From an optimization exercise on the open Yosys and OpenROAD flow, aimed at small area, a short achievable clock period and few clock cycles; shortcuts taken in it are not production practice. In this exercise RTL edits were held to simulation tests only and were not proved equivalent to the original.

<file path="design/flow/config.mk">
export PLATFORM = sky130hd
export DESIGN_NAME = math24_async
export DESIGN_NICKNAME = math24_async
export VERILOG_FILES = /design/flow/design.v
export SDC_FILE = /design/flow/constraint.sdc
export NUM_CORES = 4
export LEC_CHECK = 0
export CAP_MARGIN = 40
export CORE_MARGIN = 2
export CORE_UTILIZATION = 45
export SLEW_MARGIN = 40
</file>
<file path="design/flow/constraint.sdc">
create_clock -name core_clock -period 75.0 [get_ports {iw_clk}]
set_input_delay 15.0000 -clock core_clock [delete_from_list [all_inputs] [get_ports {iw_clk}]]
set_output_delay 15.0000 -clock core_clock [all_outputs]
set_load 0.01 [all_outputs]
</file>
<file path="design/flow/design.v">
module math24_async(
    input  wire                iw_clk,
    input  wire                iw_rst,
    input  wire [23:0] iw_math_ctrl,
    input  wire [23:0] iw_math_opa,
    input  wire [23:0] iw_math_opb,
    input  wire [23:0] iw_math_opc,
    output reg                 ow_csr_wen,
    output reg  [11:0] ow_csr_waddr,
    output reg  [23:0] ow_csr_wdata
);
    wire start = iw_math_ctrl[0];
    wire [4:0] op = iw_math_ctrl[5:1];
    reg  busy;
    reg  ready;
    reg  div0;
    reg  [2:0] wstep;  
    reg  [47:0] prod;
    reg  [23:0] quot;
    reg  [23:0] rem;
    reg  [23:0] root;
    reg  [4:0]  latched_op;
    reg  [23:0] opa_l;
    reg  [23:0] opb_l;
    function automatic [23:0] isqrt24;
        input [23:0] x;
        reg [11:0] r;
        reg [11:0] t;
        integer k;
        begin
            r = 12'd0;
            for (k = 11; k >= 0; k = k - 1) begin
                t = r | (12'd1 << k);
                if ((t * t) <= x)
                    r = t;
            end
            isqrt24 = {12'd0, r};
        end
    endfunction
    function automatic [23:0] add12_diad;
        input [23:0] a;
        input [23:0] b;
        reg [11:0] al, ah, bl, bh;
        reg [11:0] sl, sh;
        begin
            al = a[11:0];  ah = a[23:12];
            bl = b[11:0];  bh = b[23:12];
            sl = (al + bl) & 12'hFFF;
            sh = (ah + bh) & 12'hFFF;
            add12_diad = {sh, sl};
        end
    endfunction
    function automatic [23:0] sub12_diad;
        input [23:0] a;
        input [23:0] b;
        reg [11:0] al, ah, bl, bh;
        reg [11:0] rl, rh;
        begin
            al = a[11:0];  ah = a[23:12];
            bl = b[11:0];  bh = b[23:12];
            rl = (al - bl) & 12'hFFF;
            rh = (ah - bh) & 12'hFFF;
            sub12_diad = {rh, rl};
        end
    endfunction
    function automatic [23:0] neg12_diad;
        input [23:0] a;
        reg [11:0] al, ah;
        reg [11:0] nl, nh;
        begin
            al = a[11:0];  ah = a[23:12];
            nl = (~al + 12'd1) & 12'hFFF;
            nh = (~ah + 12'd1) & 12'hFFF;
            neg12_diad = {nh, nl};
        end
    endfunction
    function automatic [23:0] mul12_diad;
        input [23:0] a;
        input [23:0] b;
        reg [11:0] al, ah, bl, bh;
        reg [11:0] pl, ph;
        begin
            al = a[11:0];  ah = a[23:12];
            bl = b[11:0];  bh = b[23:12];
            pl = (al * bl) & 12'hFFF;
            ph = (ah * bh) & 12'hFFF;
            mul12_diad = {ph, pl};
        end
    endfunction
    function automatic [11:0] isqrt12;
        input [11:0] x;
        reg [5:0] r;
        reg [5:0] t;
        integer k;
        begin
            r = 6'd0;
            for (k = 5; k >= 0; k = k - 1) begin
                t = r | (6'd1 << k);
                if ((t * t) <= x)
                    r = t;
            end
            isqrt12 = {6'd0, r};
        end
    endfunction
    always @* begin
        ow_csr_wen   = 1'b0;
        ow_csr_waddr = {(11+1){1'b0}};
        ow_csr_wdata = {(23+1){1'b0}};
        if (wstep != 3'd0) begin
            ow_csr_wen = 1'b1;
            case (wstep)
                3'd1: begin
                    ow_csr_waddr = 12'h010;
                    ow_csr_wdata = {iw_math_ctrl[23:1], 1'b0};
                end
                3'd2: begin
                    ow_csr_waddr = 12'h011;
                    ow_csr_wdata = div0 ? {21'd0, 1'b1, 1'b0, 1'b1}
                                         : {21'd0, 1'b0, 1'b1, 1'b0};
                end
                3'd3: begin
                    ow_csr_waddr = 12'h014;
                    case (latched_op)
                        5'h00: ow_csr_wdata = prod[23:0];         
                        5'h01: ow_csr_wdata = quot;                
                        5'h02: ow_csr_wdata = rem;                 
                        5'h03: ow_csr_wdata = root;                
                        5'h04: ow_csr_wdata = prod[23:0];         
                        5'h05: ow_csr_wdata = quot;                
                        5'h06: ow_csr_wdata = rem;                 
                        5'h07: ow_csr_wdata = root;                
                        5'h08: ow_csr_wdata = quot;                
                        5'h09: ow_csr_wdata = quot;                
                        5'h0A: ow_csr_wdata = quot;                
                        5'h0B: ow_csr_wdata = quot;                
                        5'h0C: ow_csr_wdata = rem;                 
                        5'h0D: ow_csr_wdata = rem;                 
                        5'h0E: ow_csr_wdata = quot;                
                        5'h0F: ow_csr_wdata = quot;                
                        5'h10: ow_csr_wdata = quot;                
                        5'h11: ow_csr_wdata = quot;                
                        5'h12: ow_csr_wdata = quot;                
                        5'h13: ow_csr_wdata = quot;                
                        5'h14: ow_csr_wdata = quot;                
                        5'h15: ow_csr_wdata = quot;                
                        5'h16: ow_csr_wdata = rem;                 
                        5'h17: ow_csr_wdata = root;                
                        5'h18: ow_csr_wdata = root;                
                        5'h19: ow_csr_wdata = quot;                
                        5'h1A: ow_csr_wdata = quot;                
                        5'h1B: ow_csr_wdata = quot;                
                        5'h1C: ow_csr_wdata = quot;                
                        5'h1D: ow_csr_wdata = rem;                 
                        5'h1E: ow_csr_wdata = rem;                 
                        default: ow_csr_wdata = {(23+1){1'b0}};
                    endcase
                end
                3'd4: begin
                    ow_csr_waddr = 12'h015;
                    case (latched_op)
                        5'h00: ow_csr_wdata = prod[47:24];        
                        5'h01: ow_csr_wdata = rem;                
                        5'h04: ow_csr_wdata = prod[47:24];        
                        5'h05: ow_csr_wdata = rem;                
                        5'h15: ow_csr_wdata = rem;                
                        default: ow_csr_wdata = {(23+1){1'b0}};
                    endcase
                end
                3'd5: begin
                    ow_csr_waddr = 12'h011;
                    ow_csr_wdata = {21'd0, div0, 1'b0, 1'b1};
                end
                default: begin
                    ow_csr_wen   = 1'b0;
                end
            endcase
        end
    end
    always @(posedge iw_clk or posedge iw_rst) begin
        if (iw_rst) begin
            busy       <= 1'b0;
            ready      <= 1'b0;
            div0       <= 1'b0;
            wstep      <= 3'd0;
            prod       <= 48'd0;
            quot       <= 24'd0;
            rem        <= 24'd0;
            root       <= 24'd0;
            latched_op <= 5'd0;
            opa_l      <= 24'd0;
            opb_l      <= 24'd0;
        end else begin
            if (wstep != 3'd0) begin
                if (wstep == 3'd5) begin
                    wstep <= 3'd0;  
                    busy  <= 1'b0;
                    ready <= 1'b1;
                end else begin
                    wstep <= wstep + 3'd1;
                end
            end else if (start && !busy) begin
                busy       <= 1'b1;
                ready      <= 1'b0;
                div0       <= 1'b0;
            latched_op <= op;
            opa_l      <= iw_math_opa;
            opb_l      <= iw_math_opb;
                case (op)
                    5'h00: begin  
                        prod <= iw_math_opa * iw_math_opb;
                        quot <= 24'd0; rem  <= 24'd0; root <= 24'd0;
                    end
                    5'h01: begin  
                        if (iw_math_opb == 24'd0) begin
                            div0 <= 1'b1; quot <= 24'd0; rem  <= 24'd0;
                        end else begin
                            quot <= iw_math_opa / iw_math_opb;
                            rem  <= iw_math_opa % iw_math_opb;
                        end
                        prod <= 48'd0; root <= 24'd0;
                    end
                    5'h02: begin  
                        if (iw_math_opb == 24'd0) begin
                            div0 <= 1'b1; rem  <= 24'd0;
                        end else begin
                            rem  <= iw_math_opa % iw_math_opb;
                        end
                        prod <= 48'd0; quot <= 24'd0; root <= 24'd0;
                    end
                    5'h03: begin  
                        root <= isqrt24(iw_math_opa);
                        prod <= 48'd0; quot <= 24'd0; rem  <= 24'd0;
                    end
                    5'h04: begin  
                        prod <= $signed(iw_math_opa) * $signed(iw_math_opb);
                        quot <= 24'd0; rem  <= 24'd0; root <= 24'd0;
                    end
                    5'h05: begin  
                        if (iw_math_opb == 24'd0) begin
                            div0 <= 1'b1; quot <= 24'd0; rem <= 24'd0;
                        end else begin
                            quot <= $signed(iw_math_opa) / $signed(iw_math_opb);
                            rem  <= $signed(iw_math_opa) % $signed(iw_math_opb);
                        end
                        prod <= 48'd0; root <= 24'd0;
                    end
                    5'h06: begin  
                        if (iw_math_opb == 24'd0) begin
                            div0 <= 1'b1; rem <= 24'd0;
                        end else begin
                            rem  <= $signed(iw_math_opa) % $signed(iw_math_opb);
                        end
                        prod <= 48'd0; quot <= 24'd0; root <= 24'd0;
                    end
                    5'h07: begin  
                        root <= ($signed(iw_math_opa) < 0) ? -$signed(iw_math_opa) : iw_math_opa;
                        prod <= 48'd0; quot <= 24'd0; rem  <= 24'd0;
                    end
                    5'h08: begin  
                        quot <= (iw_math_opa < iw_math_opb) ? iw_math_opa : iw_math_opb;
                        prod <= 48'd0; rem  <= 24'd0; root <= 24'd0;
                    end
                    5'h09: begin  
                        quot <= (iw_math_opa > iw_math_opb) ? iw_math_opa : iw_math_opb;
                        prod <= 48'd0; rem  <= 24'd0; root <= 24'd0;
                    end
                    5'h0A: begin  
                        quot <= ($signed(iw_math_opa) < $signed(iw_math_opb)) ? iw_math_opa : iw_math_opb;
                        prod <= 48'd0; rem  <= 24'd0; root <= 24'd0;
                    end
                    5'h0B: begin  
                        quot <= ($signed(iw_math_opa) > $signed(iw_math_opb)) ? iw_math_opa : iw_math_opb;
                        prod <= 48'd0; rem  <= 24'd0; root <= 24'd0;
                    end
                    5'h0C: begin  
                        if (iw_math_opa < iw_math_opc)      rem <= iw_math_opc;
                        else if (iw_math_opa > iw_math_opb) rem <= iw_math_opb;
                        else                                rem <= iw_math_opa;
                        prod <= 48'd0; quot <= 24'd0; root <= 24'd0;
                    end
                    5'h0D: begin  
                        if ($signed(iw_math_opa) < $signed(iw_math_opc))      rem <= iw_math_opc;
                        else if ($signed(iw_math_opa) > $signed(iw_math_opb)) rem <= iw_math_opb;
                        else                                                  rem <= iw_math_opa;
                        prod <= 48'd0; quot <= 24'd0; root <= 24'd0;
                    end
                    5'h0E: begin  
                        quot <= (iw_math_opa + iw_math_opb) & 24'hFFFFFF;
                        prod <= 48'd0; rem <= 24'd0; root <= 24'd0; div0 <= 1'b0;
                    end
                    5'h0F: begin  
                        quot <= (iw_math_opa - iw_math_opb) & 24'hFFFFFF;
                        prod <= 48'd0; rem <= 24'd0; root <= 24'd0; div0 <= 1'b0;
                    end
                    5'h10: begin  
                        quot <= ((~iw_math_opa) + 24'd1) & 24'hFFFFFF;
                        prod <= 48'd0; rem <= 24'd0; root <= 24'd0; div0 <= 1'b0;
                    end
                    5'h11: begin  
                        quot <= add12_diad(iw_math_opa, iw_math_opb);
                        prod <= 48'd0; rem <= 24'd0; root <= 24'd0; div0 <= 1'b0;
                    end
                    5'h12: begin  
                        quot <= sub12_diad(iw_math_opa, iw_math_opb);
                        prod <= 48'd0; rem <= 24'd0; root <= 24'd0; div0 <= 1'b0;
                    end
                    5'h13: begin  
                        quot <= neg12_diad(iw_math_opa);
                        prod <= 48'd0; rem <= 24'd0; root <= 24'd0; div0 <= 1'b0;
                    end
                    5'h14: begin  
                        quot <= mul12_diad(iw_math_opa, iw_math_opb);
                        prod <= 48'd0; rem <= 24'd0; root <= 24'd0; div0 <= 1'b0;
                    end
                    5'h15: begin  
                        reg [11:0] al, ah, bl, bh;
                        reg [11:0] ql, qh, rl, rh;
                        reg any_div0;
                        al = iw_math_opa[11:0];  ah = iw_math_opa[23:12];
                        bl = iw_math_opb[11:0];  bh = iw_math_opb[23:12];
                        any_div0 = 1'b0;
                        if (bl == 12'd0) begin ql = 12'd0; rl = 12'd0; any_div0 = 1'b1; end
                        else begin ql = (al / bl) & 12'hFFF; rl = (al % bl) & 12'hFFF; end
                        if (bh == 12'd0) begin qh = 12'd0; rh = 12'd0; any_div0 = 1'b1; end
                        else begin qh = (ah / bh) & 12'hFFF; rh = (ah % bh) & 12'hFFF; end
                        quot <= {qh, ql};
                        rem  <= {rh, rl};
                        div0 <= any_div0;
                        prod <= 48'd0; root <= 24'd0;
                    end
                    5'h16: begin  
                        reg [11:0] al, ah, bl, bh;
                        reg [11:0] rl, rh;
                        reg any_div0;
                        al = iw_math_opa[11:0];  ah = iw_math_opa[23:12];
                        bl = iw_math_opb[11:0];  bh = iw_math_opb[23:12];
                        any_div0 = 1'b0;
                        if (bl == 12'd0) begin rl = 12'd0; any_div0 = 1'b1; end
                        else begin rl = (al % bl) & 12'hFFF; end
                        if (bh == 12'd0) begin rh = 12'd0; any_div0 = 1'b1; end
                        else begin rh = (ah % bh) & 12'hFFF; end
                        quot <= 24'd0; rem <= {rh, rl}; prod <= 48'd0; root <= 24'd0; div0 <= any_div0;
                    end
                    5'h17: begin  
                        reg [11:0] al, ah;
                        al = iw_math_opa[11:0];  ah = iw_math_opa[23:12];
                        root <= {isqrt12(ah), isqrt12(al)};
                        prod <= 48'd0; quot <= 24'd0; rem  <= 24'd0; div0 <= 1'b0;
                    end
                    5'h18: begin  
                        reg [11:0] al, ah;
                        reg [11:0] nl, nh;
                        al = iw_math_opa[11:0];  ah = iw_math_opa[23:12];
                        nl = al[11] ? ((~al + 12'd1) & 12'hFFF) : al;
                        nh = ah[11] ? ((~ah + 12'd1) & 12'hFFF) : ah;
                        root <= {nh, nl};
                        prod <= 48'd0; quot <= 24'd0; rem  <= 24'd0; div0 <= 1'b0;
                    end
                    5'h19: begin  
                        reg [11:0] al, ah, bl, bh;
                        reg [11:0] rl, rh;
                        al = iw_math_opa[11:0];  ah = iw_math_opa[23:12];
                        bl = iw_math_opb[11:0];  bh = iw_math_opb[23:12];
                        rl = (al < bl) ? al : bl;
                        rh = (ah < bh) ? ah : bh;
                        quot <= {rh, rl};
                        prod <= 48'd0; rem  <= 24'd0; root <= 24'd0; div0 <= 1'b0;
                    end
                    5'h1A: begin  
                        reg [11:0] al, ah, bl, bh;
                        reg [11:0] rl, rh;
                        al = iw_math_opa[11:0];  ah = iw_math_opa[23:12];
                        bl = iw_math_opb[11:0];  bh = iw_math_opb[23:12];
                        rl = (al > bl) ? al : bl;
                        rh = (ah > bh) ? ah : bh;
                        quot <= {rh, rl};
                        prod <= 48'd0; rem  <= 24'd0; root <= 24'd0; div0 <= 1'b0;
                    end
                    5'h1B: begin  
                        reg  signed [11:0] al, ah, bl, bh;
                        reg  signed [11:0] rl, rh;
                        al = iw_math_opa[11:0];  ah = iw_math_opa[23:12];
                        bl = iw_math_opb[11:0];  bh = iw_math_opb[23:12];
                        rl = (al < bl) ? al : bl;
                        rh = (ah < bh) ? ah : bh;
                        quot <= {rh, rl};
                        prod <= 48'd0; rem  <= 24'd0; root <= 24'd0; div0 <= 1'b0;
                    end
                    5'h1C: begin  
                        reg  signed [11:0] al, ah, bl, bh;
                        reg  signed [11:0] rl, rh;
                        al = iw_math_opa[11:0];  ah = iw_math_opa[23:12];
                        bl = iw_math_opb[11:0];  bh = iw_math_opb[23:12];
                        rl = (al > bl) ? al : bl;
                        rh = (ah > bh) ? ah : bh;
                        quot <= {rh, rl};
                        prod <= 48'd0; rem  <= 24'd0; root <= 24'd0; div0 <= 1'b0;
                    end
                    5'h1D: begin  
                        reg [11:0] al, ah, bl, bh, cl, ch;
                        reg [11:0] rl, rh;
                        al = iw_math_opa[11:0];  ah = iw_math_opa[23:12];
                        bl = iw_math_opb[11:0];  bh = iw_math_opb[23:12];  
                        cl = iw_math_opc[11:0];  ch = iw_math_opc[23:12];  
                        rl = (al < cl) ? cl : ((al > bl) ? bl : al);
                        rh = (ah < ch) ? ch : ((ah > bh) ? bh : ah);
                        rem <= {rh, rl};
                        prod <= 48'd0; quot <= 24'd0; root <= 24'd0; div0 <= 1'b0;
                    end
                    5'h1E: begin  
                        reg  signed [11:0] al, ah, bl, bh, cl, ch;
                        reg  signed [11:0] rl, rh;
                        al = iw_math_opa[11:0];  ah = iw_math_opa[23:12];
                        bl = iw_math_opb[11:0];  bh = iw_math_opb[23:12];  
                        cl = iw_math_opc[11:0];  ch = iw_math_opc[23:12];  
                        rl = (al < cl) ? cl : ((al > bl) ? bl : al);
                        rh = (ah < ch) ? ch : ((ah > bh) ? bh : ah);
                        rem <= {rh, rl};
                        prod <= 48'd0; quot <= 24'd0; root <= 24'd0; div0 <= 1'b0;
                    end
                    default: begin
                        prod <= 48'd0; quot <= 24'd0; rem  <= 24'd0; root <= 24'd0;
                    end
                endcase
                wstep <= 3'd1;
            end else begin
                ready <= ready;  
            end
        end
    end
endmodule
</file>
<file path="design/flow/run.sh">
#!/bin/bash
# synth_recipe.tcl (not shown) runs the flow's synth.tcl, then flattens the netlist and writes it again
# the make line also repeats each setting of config.mk as NAME=value (left out here)
make -C /OpenROAD-flow-scripts/flow DESIGN_CONFIG=/design/flow/config.mk WORK_HOME=/design/flow/orfs CLKGATE_MAP_FILE= SYNTH_SCRIPT=/design/flow/synth_recipe.tcl finish
</file>
==> impl_metrics.toml <==
[run_status]
outcome = "complete, no violations"

[sta]
hold_viol = 0
skew_ns = 0.0253
worst_slack_ns = 2.58
finalCritPeriodShare_pct = 96.6
relSlewSlack_pct = 26.3
fin_crit_ns = 72.42
whs_ns = 0.492
worst_pin_slew_ns = 1.09
fmaxAchievable_ghz = 0.0138
slew_violations = 0
setup_viol = 0

[worst_setup_path]
endpoint_kind = "register"
start_kind = "primary input"
cp.required_ns = 75.41
cp_common_cell = "ha_1"
slowest_delay_ns = 0.71
crit_arrival_ns = 72.83
critPathSlowestCell = "or4b_2"
crit_path_max_fanout = 37
path_class = "primary input to register"

[die]
core_area_mm2 = 0.236
die_area_mm2 = 0.242
io_pins = 135
die_y_um = 491
num_rows = 178
start_util_pct = 45.3
die_x_um = 491

[logic_synthesis]
ys_types = 105
yosysTopAreaCellShare_pct = 20.4
synthFlopType = "dfrtp_1"
synth-edff-count = 0
synthCells = 13887
yosys.area.top_type = "fa_1"
yosysWarnings = 1
synth_seq_cells = 130
syn_area_mm2 = 0.107
ys_top_cells_by_area = "fa_1, ha_1, inv_1"
async_reset_ff_share_pct = 100
yosysSeqAreaShare_pct = 3.04
yosysMostFrequentCell = "ha_1"
synthTopCellsByCount = "ha_1, inv_1, nor2_1"
synth_area_per_cell_um2 = 7.70

[routing]
drt_iter0_drc = 13340
met2_length_um = 209000
drt-vias-per-instance = 6.39
routedWlPerCell_um = 29.8
routed.top_layer = "met5"
wirelength_um = 512000
ant_nets = 0
post-route-drc-count = 0
routed-via-count = 109682
drtPass1Iterations = 17
m1WireLength_um = 199000
dr_wl_met3_um = 62900

[cts]
insertion_delay_ns = 0.52
cts_sinks = 130
cts_made_buffers = 17
htree_num_levels = 4
cts_tree = "yes"
clk_pin_slew_worst_paths_ns = 0.08
clock_path_buffers = 2
cts_root_buf = "clkbuf_16"

[grt]
grt_overflow = 0
grt_use_total_pct = 41.2
grt_start_max_net_pins = 93
grt_pass1_wl_um = 732000
antenna_found_initial = 53
grt_pass1_vias = 104067

[flow_run]
maxCapViolations = 0

[layout]
fin_util_pct = 48.9
multiInputGateArea_mm2 = 0.0965
final_layout_size_suffix_gt1_share_pct = 8.11
fillCellCount = 23787
design_area_mm2 = 0.115
nNetsFinal = 16829
syn_to_final_growth_pct = 7.82
seq_area_mm2 = 0.00325

[min_path]
hp-class = "register to register"

[placed_design]
placed_cell_area_mm2 = 0.114
preCtsSetupSlack_ns = 0.274
gp_congestion = 1.10
place.port_buffers = 125
hpwlAfterDp_um = 411000
-- registers in the layout, summed over array words and instances (netlist names) --
register    flops
root           24
latched_op      5
div0            1
busy            1
wstep           3
rem            24
prod           48
quot           24
-- layer usage --
metal / global-route usage, % / vias up
li1: - / 48961
met1: 52.2 / 52857
met2: 60.2 / 6237
met3: 13.3 / 1591
met4: 25.9 / 36
met5: 0.0397 / -
-- cells in the final DEF (no fill, tap or decap), types with 104 or more instances in the layout --
cell,count
xor2_1,222
nand3_1,217
a21o_1,291
o21bai_1,104
buf_4,484
nor2b_1,125
nand4_1,123
dfrtp_1,130
inv_1,1542
a31oi_1,117
o21a_1,303
o21ai_0,646
nor3_1,376
xnor2_1,526
or3_1,109
mux2_2,133
fa_1,1087
a21oi_1,848
nand2_1,1286
nor2_1,1354
nand2b_1,113
ha_1,1673
o211ai_1,236
-- stage by stage --
stage | TNS (ns) | instances
2_1_floorplan | 0 | 13895
3_3_place_gp | 0 | 17071
3_5_place_dp | 0 | 17080
4_1_cts | 0 | 17111
5_1_grt | -0.560 | 17140
6_report | 0 | 17165
-- area by class of cell --
cell class	instances	share of cell area, %
Inverter	1594	5.21
Sequential cell	130	2.82
Tap cell	3150	3.42
Clock inverter	13	0.110
Antenna cell	34	0.0738
Timing Repair Buffer	635	4.29
Multi-Input combinational cell	11591	83.7
Clock buffer	18	0.381
-- critical path: cells and delay by family --
family	cells	cell delay [ns]
buf+inv	18	3.96
simple gates	77	18.38
mux	4	1.48
fa+ha+maj	23	7.19
compound gates	105	26.20
xor+xnor	1	0.46
-- timing repair --
action | CTS | global route
setup buffers | 0 | 11
gates resized for setup | 0 | 105
endpoints found under the setup margin | 0 | 48
hold buffers | 0 | 0
-- path summary, 6_finish.rpt --
| path | slack, ns | cells after the start | end | startpoint |
|---|---|---|---|---|
| hold / removal | 0.49 | 2 | root[20] | root[20] |
| min in group asynchronous | 15.08 | 2 | quot[23] | iw_rst |
| setup / recovery | 2.58 | 228 | rem[16] | iw_math_opb[2] |
| setup reg to reg | 71.29 | 9 | rem[23] | wstep[0] |
| hold reg to reg | 0.49 | 2 | root[20] | root[20] |
| max in group asynchronous | 58.81 | 3 | root[23] | iw_rst |
-- logic make-up (layout without fill, tap and decap cells) --
group	Yosys count	after routing	synth area share (%)
XOR/XNOR	772	772	6.32
buffers and inverters	2174	2260	7.70
multiplexers	203	203	2.06
flip-flops	130	130	3.04
adder cells (fa/ha/maj)	2762	2762	39.9
AND/OR/NAND/NOR	4209	4209	18.1
AO/OA/AOI/OAI	3636	3636	22.9
other	1	43	0.00351
Testbench counts, summed over its fixed seeds: cycles 144,000.

-- afterwards: timing with drivers on the ports --
Ports are ideal in the flow. The routed layout listed here was re-timed in OpenROAD.
Step 1 (the two cells are an assumption about what drives the block):
set clk [get_ports {iw_clk}]
set_driving_cell -lib_cell sky130_fd_sc_hd__clkbuf_16 $clk
set_driving_cell -lib_cell sky130_fd_sc_hd__buf_2 [delete_from_list [all_inputs] $clk]
Step 2 moves the port delays by t, midway between the first and last clock arrival at a register: inputs arrive t later, outputs are due t later. That takes back most of the time a late clock gives input paths.
Slacks: ideal ports / drivers / drivers and shift; pairs: ideal ports / drivers.
shift t [ns]: 0.593
setup slack, ns: 2.584 / 2.628 / 2.035
worst hold slack (ns): 0.492 / 0.492 / 0.492
latest minus earliest clock arrival (ns): 0.028 / 0.029
worst data-port slew with drivers (ns): 0.19
After both steps this run still meets setup and hold. For this run, drivers alone change the setup slack by +0.044 ns; drivers and shift together by -0.549 ns.
